Context: an optimization exercise on an open-source flow, tuned for small area. The choices shown serve that exercise and are no tape-out recipe. Function was checked by simulation only, so behaviour that the tests miss may differ from the original. No run shown here takes its clock network from TritonCTS; it comes from the design's own scripts or RTL. The flow treats the clock pin as an ideal source. Dropping or thinning the clock tree relies on that and would not hold on a real chip. Power and IR drop assume default switching activity.

===== design/flow/config.mk =====
export PLATFORM = sky130hd
export DESIGN_NAME = TinyCPU
export DESIGN_NICKNAME = TinyCPU
export VERILOG_FILES = /design/flow/design.v
export SDC_FILE = /design/flow/constraint.sdc
export NUM_CORES = 4
export LEC_CHECK = 0
export ABC_AREA = 1
export CAP_MARGIN = 20
export CORE_MARGIN = 2
export CORE_UTILIZATION = 36
export PLACE_DENSITY = 0.8
export SLEW_MARGIN = 20

===== design/flow/constraint.sdc =====
create_clock -name core_clock -period 5.0 [get_ports {Clk}]
set_input_delay 1.0000 -clock core_clock [delete_from_list [all_inputs] [get_ports {Clk}]]
set_output_delay 1.0000 -clock core_clock [all_outputs]
set_load 0.01 [all_outputs]

===== design/flow/design.v =====
module TinyCPU(In, Clk, Result);
	input  [11:0] In;
	input         Clk;
	output [7:0]  Result;
	wire [3:0] op = In[11:8];
	wire [7:0] d  = In[7:0];
	reg  [7:0] A, nB, R;
	wire [7:0] A_n, nB_n, R_n;
	wire [7:0] b = ~nB;
	wire ld1, hA, ld2, st, hB, hold, e4, e5, e6, P, Q, N;
	wire ge;
	assign Result = R;
	always @(posedge Clk) begin
		A  <= A_n;
		nB <= nB_n;
		R  <= R_n;
	end
	Decoder dec(.op(op), .ge(ge), .ld1(ld1), .hA(hA), .ld2(ld2), .st(st), .hB(hB),
		.hold(hold), .e4(e4), .e5(e5), .e6(e6), .P(P), .Q(Q), .N(N));
	wire [8:1] g;
	Or2 cmp0(.a(A[0]), .b(nB[0]), .y(g[1]));
	wire [7:0] x, gen, S;
	wire [7:1] cg;
	And2 cy0(.a(gen[0]), .b(e4), .y(cg[1]));
	assign S[0] = x[0];
	wire [7:0] n1, nF;
	genvar i;
	generate for (i = 0; i < 8; i = i + 1) begin : sl
		Ao22 amux(.a1(ld1), .a2(d[i]), .b1(hA), .b2(A[i]), .y(A_n[i]));
		Aoi222 bmux(.a1(ld2), .a2(d[i]), .b1(st), .b2(R[i]), .c1(hB), .c2(b[i]), .y(nB_n[i]));
		HalfAdd ha(.a(A[i]), .b(b[i]), .s(x[i]), .co(gen[i]));
		if (i > 0) begin : ch
			Maj3 cmp(.a(A[i]), .b(nB[i]), .c(g[i]), .y(g[i+1]));
			Xor2 sum(.a(x[i]), .b(cg[i]), .y(S[i]));
		end
		if (i > 0 && i < 7) begin : cy
			Ao22 carry(.a1(gen[i]), .a2(e4), .b1(x[i]), .b2(cg[i]), .y(cg[i+1]));
		end
		if (i == 0) begin : sh0
			Aoi22 sh(.a1(hold), .a2(R[i]), .b1(e6), .b2(A[i+1]), .y(n1[i]));
		end else if (i == 7) begin : sh7
			Aoi22 sh(.a1(hold), .a2(R[i]), .b1(e5), .b2(A[i-1]), .y(n1[i]));
		end else begin : shm
			Aoi222 sh(.a1(hold), .a2(R[i]), .b1(e5), .b2(A[i-1]), .c1(e6), .c2(A[i+1]), .y(n1[i]));
		end
		Aoi222 fsel(.a1(S[i]), .a2(P), .b1(gen[i]), .b2(Q), .c1(nB[i]), .c2(N), .y(nF[i]));
		Nand2 rout(.a(n1[i]), .b(nF[i]), .y(R_n[i]));
	end endgenerate
	assign ge = g[8];
endmodule
module Decoder(op, ge, ld1, hA, ld2, st, hB, hold, e4, e5, e6, P, Q, N);
	input [3:0] op;
	input ge;
	output ld1, hA, ld2, st, hB, hold, e4, e5, e6, P, Q, N;
	wire cmpge = (op == 4'd11) & ge;
	assign ld1  = (op == 4'd0001);
	assign hA   = (op > 4'd1);
	assign ld2  = (op == 4'd2);
	assign st   = (op == 4'd3);
	assign hB   = (op != 4'd0) & (op != 4'd2) & (op != 4'd3);
	assign hold = (op == 4'd1) | (op == 4'd2) | (op == 4'd3) | (op >= 4'd12);
	assign e4   = ~op[3] & ~op[0];    
	assign e5   = (op == 4'd5);
	assign e6   = (op == 4'd6);
	assign P    = (op == 4'd4) | (op == 4'd8) | (op == 4'd9) | (op == 4'd10) | cmpge;
	assign Q    = (op == 4'd7) | (op == 4'd8) | cmpge;
	assign N    = (op == 4'd10) | cmpge;
endmodule
module Xor2(a, b, y);
	input a, b;
	output y;
	assign y = a ^ b;
endmodule
module And2(a, b, y);
	input a, b;
	output y;
	assign y = a & b;
endmodule
module HalfAdd(a, b, s, co);
	input a, b;
	output s, co;
	assign s  = a ^ b;
	assign co = a & b;
endmodule
module Aoi222(a1, a2, b1, b2, c1, c2, y);
	input a1, a2, b1, b2, c1, c2;
	output y;
	assign y = ~((a1 & a2) | (b1 & b2) | (c1 & c2));
endmodule
module Aoi22(a1, a2, b1, b2, y);
	input a1, a2, b1, b2;
	output y;
	assign y = ~((a1 & a2) | (b1 & b2));
endmodule
module Ao22(a1, a2, b1, b2, y);
	input a1, a2, b1, b2;
	output y;
	assign y = (a1 & a2) | (b1 & b2);
endmodule
module Maj3(a, b, c, y);
	input a, b, c;
	output y;
	assign y = (a & b) | (c & (a | b));
endmodule
module Or2(a, b, y);
	input a, b;
	output y;
	assign y = a | b;
endmodule
module Nand2(a, b, y);
	input a, b;
	output y;
	assign y = ~(a & b);
endmodule

===== design/flow/flow/run.sh =====
#!/bin/bash
# Layout flow: the standard ORFS flow (standard.sh) with these changes:
#  - synthesis maps each module with several ABC scripts and keeps the
#    smallest result (flow/abc_pre.tcl), hierarchically, then flattens as
#    synth_recipe.tcl does; registers are those of the standard synthesis;
#  - ports are buffered with the smallest buffer cell;
#  - the clock tree is two buffers driven by the clock port, each driving
#    half of the registers
#    (flow/pre_cts.tcl, in place of TritonCTS).
set -euo pipefail
W=$PWD
export BUFFER_PORTS_ARGS="-buffer_cell sky130_fd_sc_hd__buf_1"
export MY_ABC_SCRIPTS="$W/flow/amap.script:$W/flow/mapa.script"
export MY_ABC_SCRIPTS_Decoder="$W/flow/amap.script:$W/flow/mapa.script:$W/flow/deep.script:$W/flow/deepam.script"
export MY_ABC_DONT_USE="sky130_fd_sc_hd__a2111oi_* sky130_fd_sc_hd__nor4_* sky130_fd_sc_hd__nor4b_* sky130_fd_sc_hd__nor4bb_* sky130_fd_sc_hd__nor3_1 sky130_fd_sc_hd__nor3b_1"
export PRE_CTS_TCL="$W/flow/pre_cts.tcl"
export MY_CLOCK_PORT=Clk
export MY_CLOCK_BUF=sky130_fd_sc_hd__buf_4
export MY_CLOCK_NBUF=2
cat flow/abc_pre.tcl synth_recipe.tcl > my_synth.tcl
bash standard.sh SYNTH_SCRIPT=$W/my_synth.tcl SYNTH_HIERARCHICAL=1 finish > flow_standard.log 2>&1

===== design/flow/flow/abc_pre.tcl =====
# This flow's own technology mapping: each module is mapped by each ABC script
# in MY_ABC_SCRIPTS (colon separated), or in MY_ABC_SCRIPTS_<module> if that
# is set, and keeps the smallest result. Cells named in MY_ABC_DONT_USE
# (space separated patterns) are not used: NOR-type cells with three or four
# transistors in series drive the decoder's long nets too slowly.
proc abc {args} {
  set i [lsearch -exact $args -script]
  if { $i >= 0 } {
    set args [lreplace $args $i [expr {$i + 1}]]
  }
  set j [lsearch -exact $args -liberty]
  set lib [lindex $args [expr {$j + 1}]]
  foreach c $::env(MY_ABC_DONT_USE) {
    lappend args -dont_use $c
  }
  set mods [split [string trim [tee -q -s result.string select -list-mod =*]] "\n"]
  foreach m $mods {
    set m [string trim $m]
    if { $m eq "" || [string match "*sky130*" $m] } { continue }
    set scripts [split $::env(MY_ABC_SCRIPTS) ":"]
    if { [info exists ::env(MY_ABC_SCRIPTS_$m)] } {
      set scripts [split $::env(MY_ABC_SCRIPTS_$m) ":"]
    }
    set best ""
    set best_area 1e18
    design -save abc_pre_map
    set k 0
    foreach s $scripts {
      design -load abc_pre_map
      yosys abc {*}$args -script $s $m
      set st [tee -q -s result.string stat -liberty $lib $m]
      set area 1e17
      regexp {Chip area for module[^:]*:\s*([0-9.eE+-]+)} $st -> area
      puts "MY_ABC module $m script $s area $area"
      design -save abc_map_$k
      if { $area < $best_area } {
        set best_area $area
        set best $k
      }
      incr k
    }
    puts "MY_ABC module $m best [lindex $scripts $best] area $best_area"
    design -load abc_map_$best
  }
}

===== design/flow/flow/amap.script =====
strash
dch -f
amap
topo

===== design/flow/flow/deep.script =====
strash
&get -n
&deepsyn -I 30 -J 300 -S 7
&put
dch -f
map -a
topo

===== design/flow/flow/deepam.script =====
strash
&get -n
&deepsyn -I 30 -J 300 -S 7
&put
dch -f
amap
topo

===== design/flow/flow/mapa.script =====
strash
dch -f
map -a
topo

===== design/flow/flow/pre_cts.tcl =====
# Clock tree without TritonCTS, which always builds at least one H-tree level
# even for a few dozen sinks. The registers are split into MY_CLOCK_NBUF
# groups of equal size by position; the clock port drives one clock buffer
# per group, placed at the centre of its group, which drives the group's
# clock pins. Every register is one buffer away from the clock port.
rename clock_tree_synthesis orfs_clock_tree_synthesis
proc clock_tree_synthesis { args } {
  set db [ord::get_db]
  set block [ord::get_db_block]
  set port_net [$block findNet $::env(MY_CLOCK_PORT)]
  set master [$db findMaster $::env(MY_CLOCK_BUF)]
  set nbuf $::env(MY_CLOCK_NBUF)
  set sinks {}
  foreach it [$port_net getITerms] {
    set box [[$it getInst] getBBox]
    set x [expr { ([$box xMin] + [$box xMax]) / 2 }]
    set y [expr { ([$box yMin] + [$box yMax]) / 2 }]
    lappend sinks [list $it $x $y]
  }
  # split along the wider side of the sinks' bounding box
  set xs [lmap s $sinks { lindex $s 1 }]
  set ys [lmap s $sinks { lindex $s 2 }]
  set w [expr { [tcl::mathfunc::max {*}$xs] - [tcl::mathfunc::min {*}$xs] }]
  set h [expr { [tcl::mathfunc::max {*}$ys] - [tcl::mathfunc::min {*}$ys] }]
  set key [expr { $w >= $h ? 1 : 2 }]
  set sinks [lsort -integer -index $key $sinks]
  set n [llength $sinks]
  for { set k 0 } { $k < $nbuf } { incr k } {
    set lo [expr { $k * $n / $nbuf }]
    set hi [expr { ($k + 1) * $n / $nbuf - 1 }]
    set group [lrange $sinks $lo $hi]
    set buf [odb::dbInst_create $block $master clkbuf_leaf_$k]
    set leaf [odb::dbNet_create $block clknet_leaf_$k]
    $leaf setSigType CLOCK
    set sx 0
    set sy 0
    foreach s $group {
      lassign $s it x y
      set sx [expr { $sx + $x }]
      set sy [expr { $sy + $y }]
      $it disconnect
      $it connect $leaf
    }
    set m [llength $group]
    [$buf findITerm A] connect $port_net
    [$buf findITerm X] connect $leaf
    $buf setLocation [expr { $sx / $m }] [expr { $sy / $m }]
    $buf setPlacementStatus PLACED
    puts "Clock buffer [$buf getName] ($::env(MY_CLOCK_BUF)) drives $m clock pins"
  }
  global_connect
}

===== design/flow/standard.sh =====
#!/bin/bash
# synth_recipe.tcl (not shown) runs the flow's synth.tcl, then flattens the netlist and writes it again
# the make line also repeats each setting of config.mk as NAME=value (left out here)
make -C /OpenROAD-flow-scripts/flow DESIGN_CONFIG=/design/flow/config.mk WORK_HOME=/design/flow/orfs CLKGATE_MAP_FILE= SYNTH_SCRIPT=/design/flow/synth_recipe.tcl "${@:-finish}"

==> results of run 1 <==
-- stage by stage --
step                std cells  setup WS (ns)
floorplan                 133           1.07
global placement          199          0.850
detailed placement        199          0.767
CTS                       201          0.761
global route              201          0.523
finish                    201          0.707
-- per-layer routing --
layer | part of all wire | vias up
met5 | 0 | -
met3 | 0.091 | 6
met2 | 0.44 | 69
li1 | - | 586
met4 | 0.0086 | 0
met1 | 0.46 | 594
-- placed cells by master (no fill, tap or decap) --
master    Yosys  routed
ha_1          8       8
clkinv_1     12      12
buf_4         0       2
a222oi_1     22      22
maj3_1        7       7
buf_1         0      20
or2_0         1       1
dfxtp_1      24      24
a22oi_1       2       2
nor2_1       16      16
and2_0        1       1
a22o_1       14      14
a31oi_1       1       1
a21oi_1       8       8
nand2_1      14      14
o21ai_0       1       1
a211oi_1      1       1
and2_2        1       1
-- worst min-delay path by stage --
stage                    end  cells past startpoint     startpoint  slack, ns
4_1_cts        nB[0]$_DFF_P_                      2  nB[0]$_DFF_P_       0.49
5_1_grt        nB[2]$_DFF_P_                      1   R[2]$_DFF_P_       0.53
3_3_place_gp   nB[0]$_DFF_P_                      2  nB[0]$_DFF_P_       0.48
2_1_floorplan  nB[0]$_DFF_P_                      2  nB[0]$_DFF_P_       0.45
3_5_place_dp   nB[0]$_DFF_P_                      2  nB[0]$_DFF_P_       0.49
6_report       nB[0]$_DFF_P_                      2  nB[0]$_DFF_P_       0.51
-- modules after synthesis (local to each module, per instance), a selection --
module,flip-flops and latches,copies in the design
Ao22,0,14
Xor2,0,7
TinyCPU,24,1
Aoi222,0,22
And2,0,1
HalfAdd,0,8
Nand2,0,8
Or2,0,1
-- sequential cells by signal (all words and copies together) (netlist names) --
register  flops
A             8
R             8
nB            8
-- worst register-to-register path: cells and delay by family (launching register included) --
| family | cells | cell delay, ns |
|---|---|---|
| adder cells (fa/ha/maj) | 7 | 2.50 |
| flip-flops | 1 | 0.35 |
| AND/OR/NAND/NOR | 2 | 0.32 |
| AO/OA/AOI/OAI | 3 | 1.01 |
-- layout make-up --
type / count / area [um^2]
tap: 46 / 57.6
fill: 337 / 1940
multi-input combinational: 97 / 719
timing repair buffer: 20 / 75.1
buffer: 2 / 15.0
sequential: 24 / 480
inverter: 12 / 45.0
-- logic make-up (layout without fill, tap and decap cells) --
group	Yosys count	after routing	synth area share
AO/OA/AOI/OAI	49	49	0.335
AND/OR/NAND/NOR	33	33	0.107
buffers and inverters	12	34	0.0362
adder cells (fa/ha/maj)	15	15	0.137
flip-flops	24	24	0.386
-- power by group through the flow --
stage | combinational, W | sequential (W) | clock [W]
2_1_floorplan | 0.000126 | 0.000278 | 0
3_3_place_gp | 0.000173 | 0.000280 | 0
3_5_place_dp | 0.000179 | 0.000281 | 0
4_1_cts | 0.000179 | 0.000281 | 0.0000501
5_1_grt | 0.000202 | 0.000282 | 0.0000785
6_report | 0.000181 | 0.000277 | 0.0000699
==> summary.txt, run 1 <==
* # diodes at 0
* Status: timing/DRC/antenna clean
* Sequential power share at 0.525
* Grt total ovfl at 0
* Avg Inst Size Synth at 9.36 um^2
* Tmin final at 4.29 ns
* Power share of the combinational group at 0.342
* Largest net degree at the start of global routing at 13
* Cell variety after synth at 16
* RD Place Congestion at roughly 0.83
* Final period util at 0.859
* Worst Clk Skew at 0.00186 ns
* Slew Viols, Final at 0
* Normalized max-slew margin at 0.331
* Final Hold Viols at 0
* P&R area growth vs syn at 11.9%
* Largest stage delay, worst path at roughly 0.40 ns
* Cts repair resizes at 0
* Post-synth EDFFs at 0
* Reg-to-reg endpoint: R[6]$_DFF_P_
* Vias/cell at ~6.2
* P_leak at 0.550 nW
* Category of the most critical setup path: register to register
* PD cells at 379 nW/um^2
* Final core area utilization at 0.417
* Worst-skew pair later-pin latency at about 0.15 ns
* Met1 Resource Use GR at 0.251
* Synthesis-stage register bit count at 24
* Iteration count of the initial detailed-routing pass at 8
* CP startpoint kind: register
* Die Wd at 62.8 um
* Die area at between 3000 and 4000 um^2
* Crit path to: R[6]$_DFF_P_
* Ys async rst share at 0
* Setup crit end kind: register
* Top cells by count, synth: dfxtp_1, a222oi_1, nor2_1
* Syn_nets at 154
* Setup TNS at 0 ns
* Setup crit start: nB[0]$_DFF_P_
* R2R cell count at 12
* Top cell type's share of synthesized area at 0.386
* Total track usage at 0.166
* Worst Path Required at 5.04 ns
* Internal power at about 0.00034 W
* RSZ-0062 raised after global routing: false
* Yosys top cell by area: dfxtp_1
* Least-Margin Pin Slew at 0.998 ns
* Crit-path slowest cell: a222oi_1
* Most frequent CP cell: maj3_1
* Instance count on the critical path at 12
* Total power at 0.000528 W
* Clock transition at path regs at around 0.11 ns
* Sw Share at 0.356
* Initial antenna violation count at 0
* DPL Wire Length at 2360 um
* Min-Delay Path Class: register to register
* Worst-path fanout max at 8
* Vias in the first global route at 1162
* Layout cells sized above 1 at 0.0194
* Nets@finish at 178
* Max cap viols at 0
* Clock network fraction of design power at 0.132
* F_max at between 200 and 250 MHz
* M2 GR Usage at 0.255
* Core Area at 3340 um^2
* Reg-to-reg startpoint: nB[0]$_DFF_P_
* Finish-stage setup viols at 0
* Post-synthesis sequential area ratio at 0.386
* Synth Flop Type: dfxtp_1
* Average routed wire per standard cell at 16.8 um
* Die height at ~63 um
* Io pins at 21
* Detailed Route Iter0 Violations at ~150
* I/O Buffers at 20
* Initial core utilization at 0.373
* Yosys warning total at 7
* Row count at 21
* Synth top area cells: dfxtp_1, a222oi_1, a22o_1
* Routed Antenna Nets at 0
* Final instance area at ~1400 um^2
* First-pass GRT wire length at 5530 um
* Cell with the most instances after synthesis: dfxtp_1
* GRT busiest layer: met2
* Switching Power at 0.000188 W
* Cts hold-fix bufs at 0
* DP Area at 1380 um^2
* Max VDD drop at 0.000185 V
* DRC viols at 0
* Worst path cell trace: or2_0, maj3_1, maj3_1, maj3_1, maj3_1, maj3_1, maj3_1, maj3_1, o21ai_0, a31oi_1, a222oi_1, nand2_1
* Delay-heaviest family, CP: adder cells
* M3 GR Usage at 0.0216
* Synth Cell Area at 1240 um^2
* Post-Syn Instances at 133
* DRT Wirelength at 3390 um
* Setup Fix Bufs, Post-CTS at 0
* Worst hold slack at 0.507 ns
* Crit path DAT at 4.33 ns
* Total vias in the final route at 1255
* R2R Setup Slk at roughly 0.7 ns
* Crit path buf inv count at 0
==> run 2, diff against run 1 <==
--- a/design/flow/design.v
+++ b/design/flow/design.v
@@ -53,7 +53,7 @@
 	input ge;
 	output ld1, hA, ld2, st, hB, hold, e4, e5, e6, P, Q, N;
 	wire cmpge = (op == 4'd11) & ge;
-	assign ld1  = (op == 4'd0001);
+	assign ld1  = (op == 4'd1);
 	assign hA   = (op > 4'd1);
 	assign ld2  = (op == 4'd2);
 	assign st   = (op == 4'd3);
--- a/design/flow/flow/run.sh
+++ b/design/flow/flow/run.sh
@@ -12,7 +12,7 @@
 export BUFFER_PORTS_ARGS="-buffer_cell sky130_fd_sc_hd__buf_1"
 export MY_ABC_SCRIPTS="$W/flow/amap.script:$W/flow/mapa.script"
 export MY_ABC_SCRIPTS_Decoder="$W/flow/amap.script:$W/flow/mapa.script:$W/flow/deep.script:$W/flow/deepam.script"
-export MY_ABC_DONT_USE="sky130_fd_sc_hd__a2111oi_* sky130_fd_sc_hd__nor4_* sky130_fd_sc_hd__nor4b_* sky130_fd_sc_hd__nor4bb_* sky130_fd_sc_hd__nor3_1 sky130_fd_sc_hd__nor3b_1"
+export MY_ABC_DONT_USE="sky130_fd_sc_hd__a2111oi_* sky130_fd_sc_hd__nor4_* sky130_fd_sc_hd__nor4b_* sky130_fd_sc_hd__nor4bb_* sky130_fd_sc_hd__nor3_1 sky130_fd_sc_hd__nor3b_1 *_2 *_4 *_6 *_8 *_12 *_16"
 export PRE_CTS_TCL="$W/flow/pre_cts.tcl"
 export MY_CLOCK_PORT=Clk
 export MY_CLOCK_BUF=sky130_fd_sc_hd__buf_4
--- a/design/flow/flow/abc_pre.tcl
+++ b/design/flow/flow/abc_pre.tcl
@@ -1,8 +1,3 @@
-# This flow's own technology mapping: each module is mapped by each ABC script
-# in MY_ABC_SCRIPTS (colon separated), or in MY_ABC_SCRIPTS_<module> if that
-# is set, and keeps the smallest result. Cells named in MY_ABC_DONT_USE
-# (space separated patterns) are not used: NOR-type cells with three or four
-# transistors in series drive the decoder's long nets too slowly.
 proc abc {args} {
   set i [lsearch -exact $args -script]
   if { $i >= 0 } {
==> design/flow/flow/pre_cts.tcl (replaced) <==
# Clock tree without TritonCTS, which always builds at least one H-tree level
# even for a few dozen sinks. The registers are split into MY_CLOCK_NBUF
# groups of equal size by position (along x or along y, whichever gives the
# smaller largest group outline); the clock port drives one buffer per group,
# placed at the centre of its group, which drives the group's clock pins.
# Every register is one buffer away from the clock port.
rename clock_tree_synthesis orfs_clock_tree_synthesis
proc my_cts_groups { sinks key nbuf } {
  set sinks [lsort -integer -index $key $sinks]
  set n [llength $sinks]
  set groups {}
  for { set k 0 } { $k < $nbuf } { incr k } {
    lappend groups [lrange $sinks [expr { $k * $n / $nbuf }] [expr { ($k + 1) * $n / $nbuf - 1 }]]
  }
  return $groups
}
proc my_cts_hpwl { group } {
  set xs [lmap s $group { lindex $s 1 }]
  set ys [lmap s $group { lindex $s 2 }]
  return [expr { [tcl::mathfunc::max {*}$xs] - [tcl::mathfunc::min {*}$xs] + [tcl::mathfunc::max {*}$ys] - [tcl::mathfunc::min {*}$ys] }]
}
proc clock_tree_synthesis { args } {
  set db [ord::get_db]
  set block [ord::get_db_block]
  set port_net [$block findNet $::env(MY_CLOCK_PORT)]
  set master [$db findMaster $::env(MY_CLOCK_BUF)]
  set nbuf $::env(MY_CLOCK_NBUF)
  set sinks {}
  foreach it [$port_net getITerms] {
    set box [[$it getInst] getBBox]
    set x [expr { ([$box xMin] + [$box xMax]) / 2 }]
    set y [expr { ([$box yMin] + [$box yMax]) / 2 }]
    lappend sinks [list $it $x $y]
  }
  set best {}
  set best_cost 0
  foreach key {1 2} {
    set groups [my_cts_groups $sinks $key $nbuf]
    set cost [tcl::mathfunc::max {*}[lmap g $groups { my_cts_hpwl $g }]]
    if { $best eq {} || $cost < $best_cost } {
      set best $groups
      set best_cost $cost
    }
  }
  set k 0
  foreach group $best {
    set buf [odb::dbInst_create $block $master clkbuf_leaf_$k]
    set leaf [odb::dbNet_create $block clknet_leaf_$k]
    $leaf setSigType CLOCK
    set sx 0
    set sy 0
    foreach s $group {
      lassign $s it x y
      set sx [expr { $sx + $x }]
      set sy [expr { $sy + $y }]
      $it disconnect
      $it connect $leaf
    }
    set m [llength $group]
    [$buf findITerm A] connect $port_net
    [$buf findITerm X] connect $leaf
    $buf setLocation [expr { $sx / $m }] [expr { $sy / $m }]
    $buf setPlacementStatus PLACED
    puts "Clock buffer [$buf getName] ($::env(MY_CLOCK_BUF)) drives $m clock pins"
    incr k
  }
  global_connect
}
--- a/design/flow/config.mk
+++ b/design/flow/config.mk
@@ -9,5 +9,5 @@
 export CAP_MARGIN = 20
 export CORE_MARGIN = 2
 export CORE_UTILIZATION = 36
-export PLACE_DENSITY = 0.8
+export PLACE_DENSITY = 0.9
 export SLEW_MARGIN = 20
==> summary.txt, run 2 <==
* Post-Syn Instances at 133
* Cell depth of the worst hold path at 1
* Synthesis-stage register bit count at 24
* Routed Antenna Nets at 0
* Cts hold-fix bufs at 0
* Layout cells sized above 1 at 0.0192
* Max cap viols at 0
* Crit path DAT at ~4.3 ns
* Average routed wire per standard cell at 15.6 um
* Yosys warning total at 7
* Largest registers: A x8, R x8, nB x8
* CP startpoint kind: register
* Post-placement cell count at 200
* Final period util at 0.858
* Vias/cell at roughly 6.0
* Iteration count of the initial detailed-routing pass at 6
* Core Area at 3340 um^2
* Reg-to-reg startpoint: nB[0]$_DFF_P_
* DRT Wirelength at approximately 3200 um
* P&R area growth vs syn at 12.5%
* Nets@finish at 179
* Multi-input logic area at between 700 and 800 um^2
* First-pass GRT wire length at 5470 um
* Max VDD drop at 0.000185 V
* Die area at roughly 3900 um^2
* Status: timing/DRC/antenna clean
* Category of the most critical setup path: register to register
* Cell variety after synth at 16
* Finish-stage setup viols at 0
* Reg-to-reg endpoint: R[2]$_DFF_P_
* Cell with the most instances after synthesis: dfxtp_1
* Synth top area cells: dfxtp_1, a222oi_1, a22o_1
* Cts repair resizes at 0
* Total vias in the final route at around 1200
* F_max at 233 MHz
* Initial core utilization at 0.373
* Least-Margin Pin Slew at 0.977 ns
* Hold endpoint: nB[0]$_DFF_P_
* Cell Count, Final, Fillers Out at roughly 200
* Worst Clk Skew at 0.00825 ns
* Vias in the first global route at approximately 1200
* Setup TNS at 0 ns
* Normalized max-slew margin at 0.345
* Area occupied by registers at 480 um^2
* Synth Cell Area at 1240 um^2
* Final Hold Viols at 0
* R2R cell count at 12
* Row count at 21
* RSZ-0062 raised after global routing: false
* Largest net degree at the start of global routing at 13
* Post-synth EDFFs at 0
* RD Place Congestion at 0.899
* Die Wd at roughly 63 um
* Post-synthesis sequential area ratio at 0.386
* Detailed Route Iter0 Violations at 197
* Worst-skew pair later-pin latency at 0.15 ns
* DPL Wire Length at approximately 2300 um
* Synth Flop Type: dfxtp_1
* Worst Path Required at 5.03 ns
* PD cells at around 380 nW/um^2
* Clock transition at path regs at 0.12 ns
* Hold wc startpoint: R[0]$_DFF_P_
* Grt total ovfl at 0
* Ys async rst share at 0
* Avg Inst Size Synth at between 9 and 10 um^2
* DRC viols at 0
* Syn_nets at 154
* Min-Delay Path Class: register to register
* # diodes at 0
* Most frequent cells in the layout: dfxtp_1, a222oi_1, buf_1
* R2R Setup Slk at 0.71 ns
* Top cell type's share of synthesized area at 0.386
* Total track usage at 0.166
* Tmin final at ~4.3 ns
* Setup Fix Bufs, Post-CTS at 0
* Slew Viols, Final at 0
* Initial antenna violation count at 0
* Setup crit end kind: register
* P_leak at 0.554 nW
* Io pins at 21
* Top cells by count, synth: dfxtp_1, a222oi_1, nor2_1
* Worst-path fanout max at 8
* Fillers at 355
* Die height at roughly 63 um
* I/O Buffers at 20
* Commonest non-fill, non-tap cell in the layout: dfxtp_1
* Yosys top cell by area: dfxtp_1
-- run 2: how the worst max path moves through the flow --
| stage | from | to | slack [ns] | cells after the start |
|---|---|---|---|---|
| finish | nB[0]$_DFF_P_ | R[2]$_DFF_P_ | 0.71 | 12 |
| global route | nB[0]$_DFF_P_ | R[3]$_DFF_P_ | 0.37 | 12 |
| detailed placement | nB[0]$_DFF_P_ | R[0]$_DFF_P_ | 0.79 | 12 |
| CTS | nB[0]$_DFF_P_ | R[0]$_DFF_P_ | 0.78 | 12 |
| global placement | nB[0]$_DFF_P_ | R[0]$_DFF_P_ | 0.87 | 12 |
| floorplan | nB[0]$_DFF_P_ | R[7]$_DFF_P_ | 1.07 | 12 |
-- run 2: worst max-delay path, cell delays in order, from the launching register on --
cell      delay [ns]
dfxtp_1         0.35
or2_0           0.23
maj3_1          0.35
maj3_1          0.36
maj3_1          0.36
maj3_1          0.36
maj3_1          0.36
maj3_1          0.36
maj3_1          0.36
o21ai_0         0.27
a31oi_1         0.33
a222oi_1        0.37
nand2_1         0.10
-- run 2: routing by layer --
| layer | GRT usage | vias to the layer above | wire length, um |
|---|---|---|---|
| li1 | - | 588 | - |
| met1 | 0.232 | 545 | 1340 |
| met2 | 0.262 | 77 | 1380 |
| met3 | 0.0180 | 4 | 402 |
| met4 | 0.0611 | 0 | 30 |
| met5 | 0 | - | 0 |
-- run 2: final cells by class --
type | count | area share
Sequential cell | 24 | 0.343
Timing Repair Buffer | 21 | 0.0590
Buffer | 2 | 0.0107
Inverter | 12 | 0.0322
Tap cell | 46 | 0.0411
Multi-Input combinational cell | 97 | 0.513
-- run 2: cell families (layout without fill, tap and decap cells) --
group,after synthesis,after routing,synth area share
AO/OA/AOI/OAI,49,49,0.335
buffers and inverters,12,35,0.0362
adder cells (fa/ha/maj),15,15,0.137
AND/OR/NAND/NOR,33,33,0.106
flip-flops,24,24,0.386
-- run 2: power breakdown --
| group | switching, W | internal [W] | total, W |
|---|---|---|---|
| Clock | 0.0000502 | 0.0000212 | 0.0000714 |
| Combinational | 0.0000960 | 0.0000843 | 0.000180 |
| Sequential | 0.0000426 | 0.000235 | 0.000277 |
-- run 2: metrics by stage --
stage	total power, W	instance area [um^2]	hold slack [ns]	setup slack [ns]	util
after detailed placement	0.000459	1380	0.485	0.786	0.415
after global placement	0.000452	1380	0.475	0.867	0.415
after CTS	0.000511	1400	0.488	0.781	0.419
after global routing	0.000570	1400	0.530	0.373	0.419
after floorplan	0.000404	1240	0.453	1.07	-
final	0.000529	1400	0.498	0.710	0.419
-- run 2: per-module statistics from Yosys, one instance, submodules excluded --
module / cell area (um^2) / flip-flops and latches
TinyCPU: 510 / 24
Or2: 6.26 / 0
Xor2: 8.76 / 0
And2: 6.26 / 0
Aoi22: 7.51 / 0
Aoi222: 10.0 / 0
Maj3: 10.0 / 0
Ao22: 8.76 / 0
HalfAdd: 12.5 / 0
Decoder: 101 / 0
Nand2: 3.75 / 0
==> run 3, diff against run 2 <==
--- a/design/flow/config.mk
+++ b/design/flow/config.mk
@@ -9,5 +9,5 @@
 export CAP_MARGIN = 20
 export CORE_MARGIN = 2
 export CORE_UTILIZATION = 36
-export PLACE_DENSITY = 0.9
+export PLACE_DENSITY = 0.8
 export SLEW_MARGIN = 20
==> summary.txt, run 3 <==
* Clock transition at path regs at 0.12 ns
* Tmin final at about 4.3 ns
* Average routed wire per standard cell at ~17 um
* Initial core utilization at 0.373
* Status: timing/DRC/antenna clean
* Normalized max-slew margin at 0.392
* Yosys top cell by area: dfxtp_1
* Slew Viols, Final at 0
* P_leak at 0.549 nW
* Least-Margin Pin Slew at 0.906 ns
* Setup Fix Bufs, Post-CTS at 0
* Worst-skew pair later-pin latency at approximately 0.15 ns
* Worst-path fanout max at 8
* Setup TNS at 0 ns
* Synth top area cells: dfxtp_1, a222oi_1, a22o_1
* Cts repair resizes at 0
* Largest registers: A x8, R x8, nB x8
* Ys async rst share at 0
* Setup crit start: nB[0]$_DFF_P_
* Vias in the first global route at ~1100
* Clock network fraction of design power at 0.137
* Finish-stage setup viols at 0
* Routed Antenna Nets at 0
* I/O Buffers at 20
* Total track usage at 0.166
* Commonest non-fill, non-tap cell in the layout: dfxtp_1
* Synthesis-stage register bit count at 24
* Io pins at 21
* Setup crit end kind: register
* Reg-to-reg endpoint: R[0]$_DFF_P_
* Max VDD drop at 0.000111 V
* Row count at 21
* Cell variety after synth at 16
* Vias/cell at between 6 and 7
* Crit path DAT at approximately 4.4 ns
* DPL Wire Length at 2320 um
* Sw Share at 0.360
* PD cells at 381 nW/um^2
* Die height at 62.8 um
* Core Area at between 3000 and 4000 um^2
* Sequential power share at 0.525
* Worst Clk Skew at 0.00298 ns
* First-pass GRT wire length at around 5400 um
* Reg-to-reg startpoint: nB[0]$_DFF_P_
* Largest net degree at the start of global routing at 13
* Max cap viols at 0
* Final Hold Viols at 0
* Detailed Route Iter0 Violations at between 200 and 300
* Top cells by count, synth: dfxtp_1, a222oi_1, nor2_1
* P&R area growth vs syn at 11.9%
* Power share of the combinational group at 0.338
* Post-synth EDFFs at 0
* Total vias in the final route at 1243
* R2R Setup Slk at between 0.6 and 0.7 ns
* Synth Cell Area at 1240 um^2
* Initial antenna violation count at 0
* Internal power at ~0.00034 W
* Layout cells sized above 1 at 0.0129
* R2R cell count at 12
* Cts hold-fix bufs at 0
* Cell with the most instances after synthesis: dfxtp_1
* Iteration count of the initial detailed-routing pass at 8
* Nets@finish at 178
* DP Area at 1380 um^2
* Post-Syn Instances at between 100 and 150
* Post-place setup slack at 0.771 ns
* Category of the most critical setup path: register to register
* Crit path to: R[0]$_DFF_P_
* Area occupied by registers at 480 um^2
* Top cell type's share of synthesized area at 0.386
* Most frequent cells in the layout: dfxtp_1, a222oi_1, buf_1
* # diodes at 0
* Final period util at 0.864
* Synth Flop Type: dfxtp_1
* CP startpoint kind: register
* Die area at 3940 um^2
* Worst Path Required at 5.04 ns
* Post-synthesis sequential area ratio at 0.386
* DRC viols at 0
* Multi-input logic area at 718 um^2
* Final instance area at between 1000 and 1500 um^2
* Cell depth of the worst hold path at 2
* RSZ-0062 raised after global routing: false
* Die Wd at around 63 um
* Min-Delay Path Class: register to register
* Syn_nets at 154
* Avg Inst Size Synth at 9.35 um^2
* Grt total ovfl at 0
* Switching Power at ~0.00019 W
* Worst Setup Slack, final at 0.682 ns
* Yosys warning total at 7
* DRT Wirelength at 3380 um
* RD Place Congestion at 0.834
* Fillers at 353
* F_max at 232 MHz
==> run 3: cell counts after synthesis <==
Identical to the previous run, type by type.
==> run 3: Yosys stat by module, one instance, submodules excluded <==
module	flops+latches	times used	cells	cell area, um^2
HalfAdd	0	8	1	12.5
And2	0	1	1	6.26
Or2	0	1	1	6.26
Ao22	0	14	1	8.76
Maj3	0	7	1	10.0
Decoder	0	1	24	101
Xor2	0	7	2	8.76
Nand2	0	8	1	3.75
Aoi222	0	22	1	10.0
Aoi22	0	2	1	7.51
TinyCPU	24	1	32	510
==> run 3: cell type report <==
class	count	share of cell area
buffer	2	0.0108
inverter	12	0.0324
multi-input combinational	97	0.516
sequential	24	0.345
tap	46	0.0414
timing repair buffer	20	0.0540
==> run 3: critical path: stages, from the launching register on <==
cell      delay, ns
dfxtp_1        0.35
or2_0          0.23
maj3_1         0.36
maj3_1         0.36
maj3_1         0.36
maj3_1         0.36
maj3_1         0.36
maj3_1         0.37
maj3_1         0.35
o21ai_0        0.28
a31oi_1        0.32
a222oi_1       0.42
nand2_1        0.09
==> run 3: power groups by stage <==
stage / Clock, W / Sequential (W) / Combinational, W
2_1_floorplan: 0 / 0.000278 / 0.000126
3_3_place_gp: 0 / 0.000281 / 0.000171
3_5_place_dp: 0 / 0.000281 / 0.000177
4_1_cts: 0.0000501 / 0.000282 / 0.000177
5_1_grt: 0.0000835 / 0.000283 / 0.000202
6_report: 0.0000725 / 0.000279 / 0.000179
==> run 3: routing by layer <==
layer / GRT usage / up-vias / wire length [um]
li1: - / 588 / -
met1: 0.255 / 576 / 1490
met2: 0.258 / 76 / 1460
met3: 0.0126 / 3 / 374
met4: 0.0222 / 0 / 47
met5: 0 / - / 0
==> run 3: stage by stage <==
| stage | instances | power (W) | hold WS [ns] | utilization |
|---|---|---|---|---|
| 2_1_floorplan | 133 | 0.000404 | 0.453 | - |
| 3_3_place_gp | 199 | 0.000452 | 0.466 | 0.412 |
| 3_5_place_dp | 199 | 0.000459 | 0.475 | 0.412 |
| 4_1_cts | 201 | 0.000509 | 0.480 | 0.417 |
| 5_1_grt | 201 | 0.000569 | 0.517 | 0.417 |
| 6_report | 201 | 0.000530 | 0.499 | 0.417 |
==> run 3: cell families after synthesis <==
family          synth area share
compound gates             0.335
simple gates               0.106
flops                      0.386
fa+ha+maj                  0.137
buf+inv                   0.0362
==> run 3: worst min path at each step <==
stage                          to          start  slack, ns
floorplan           nB[0]$_DFF_P_  nB[0]$_DFF_P_       0.45
global placement    nB[0]$_DFF_P_  nB[0]$_DFF_P_       0.47
detailed placement  nB[0]$_DFF_P_  nB[0]$_DFF_P_       0.48
CTS                 nB[7]$_DFF_P_  nB[7]$_DFF_P_       0.48
global route        nB[0]$_DFF_P_  nB[0]$_DFF_P_       0.52
finish              nB[7]$_DFF_P_  nB[7]$_DFF_P_       0.50

==> afterwards: timing with drivers on the ports <==
In the flow no input, the clock included, has a driving cell. The finished layouts below were timed again as built, in two steps. Step 1 assumes that a clkbuf_16 drives the clock port and a buf_2 every other input. Step 2 moves the port delays by t, midway between the first and last clock arrival at a register: inputs arrive t later, outputs are due t later. That takes back most of the time a late clock gives input paths. Slacks: no drivers / after step 1 / after step 2; pairs: no drivers / after step 1.
run | shift t [ns] | slack for setup (ns) | worst hold slack (ns) | worst register clock-pin slew, ns | worst slew at a driven data input, ns
run 1 | 0.179 | 0.707 / 0.707 / 0.707 | 0.507 / 0.507 / 0.507 | 0.11 / 0.11 | 0.03
run 2 | 0.179 | 0.710 / 0.710 / 0.710 | 0.498 / 0.498 / 0.498 | 0.12 / 0.12 | 0.03
run 3 | 0.181 | 0.682 / 0.682 / 0.682 | 0.499 / 0.499 / 0.499 | 0.12 / 0.12 | 0.03
After both steps every run listed still meets setup and hold.
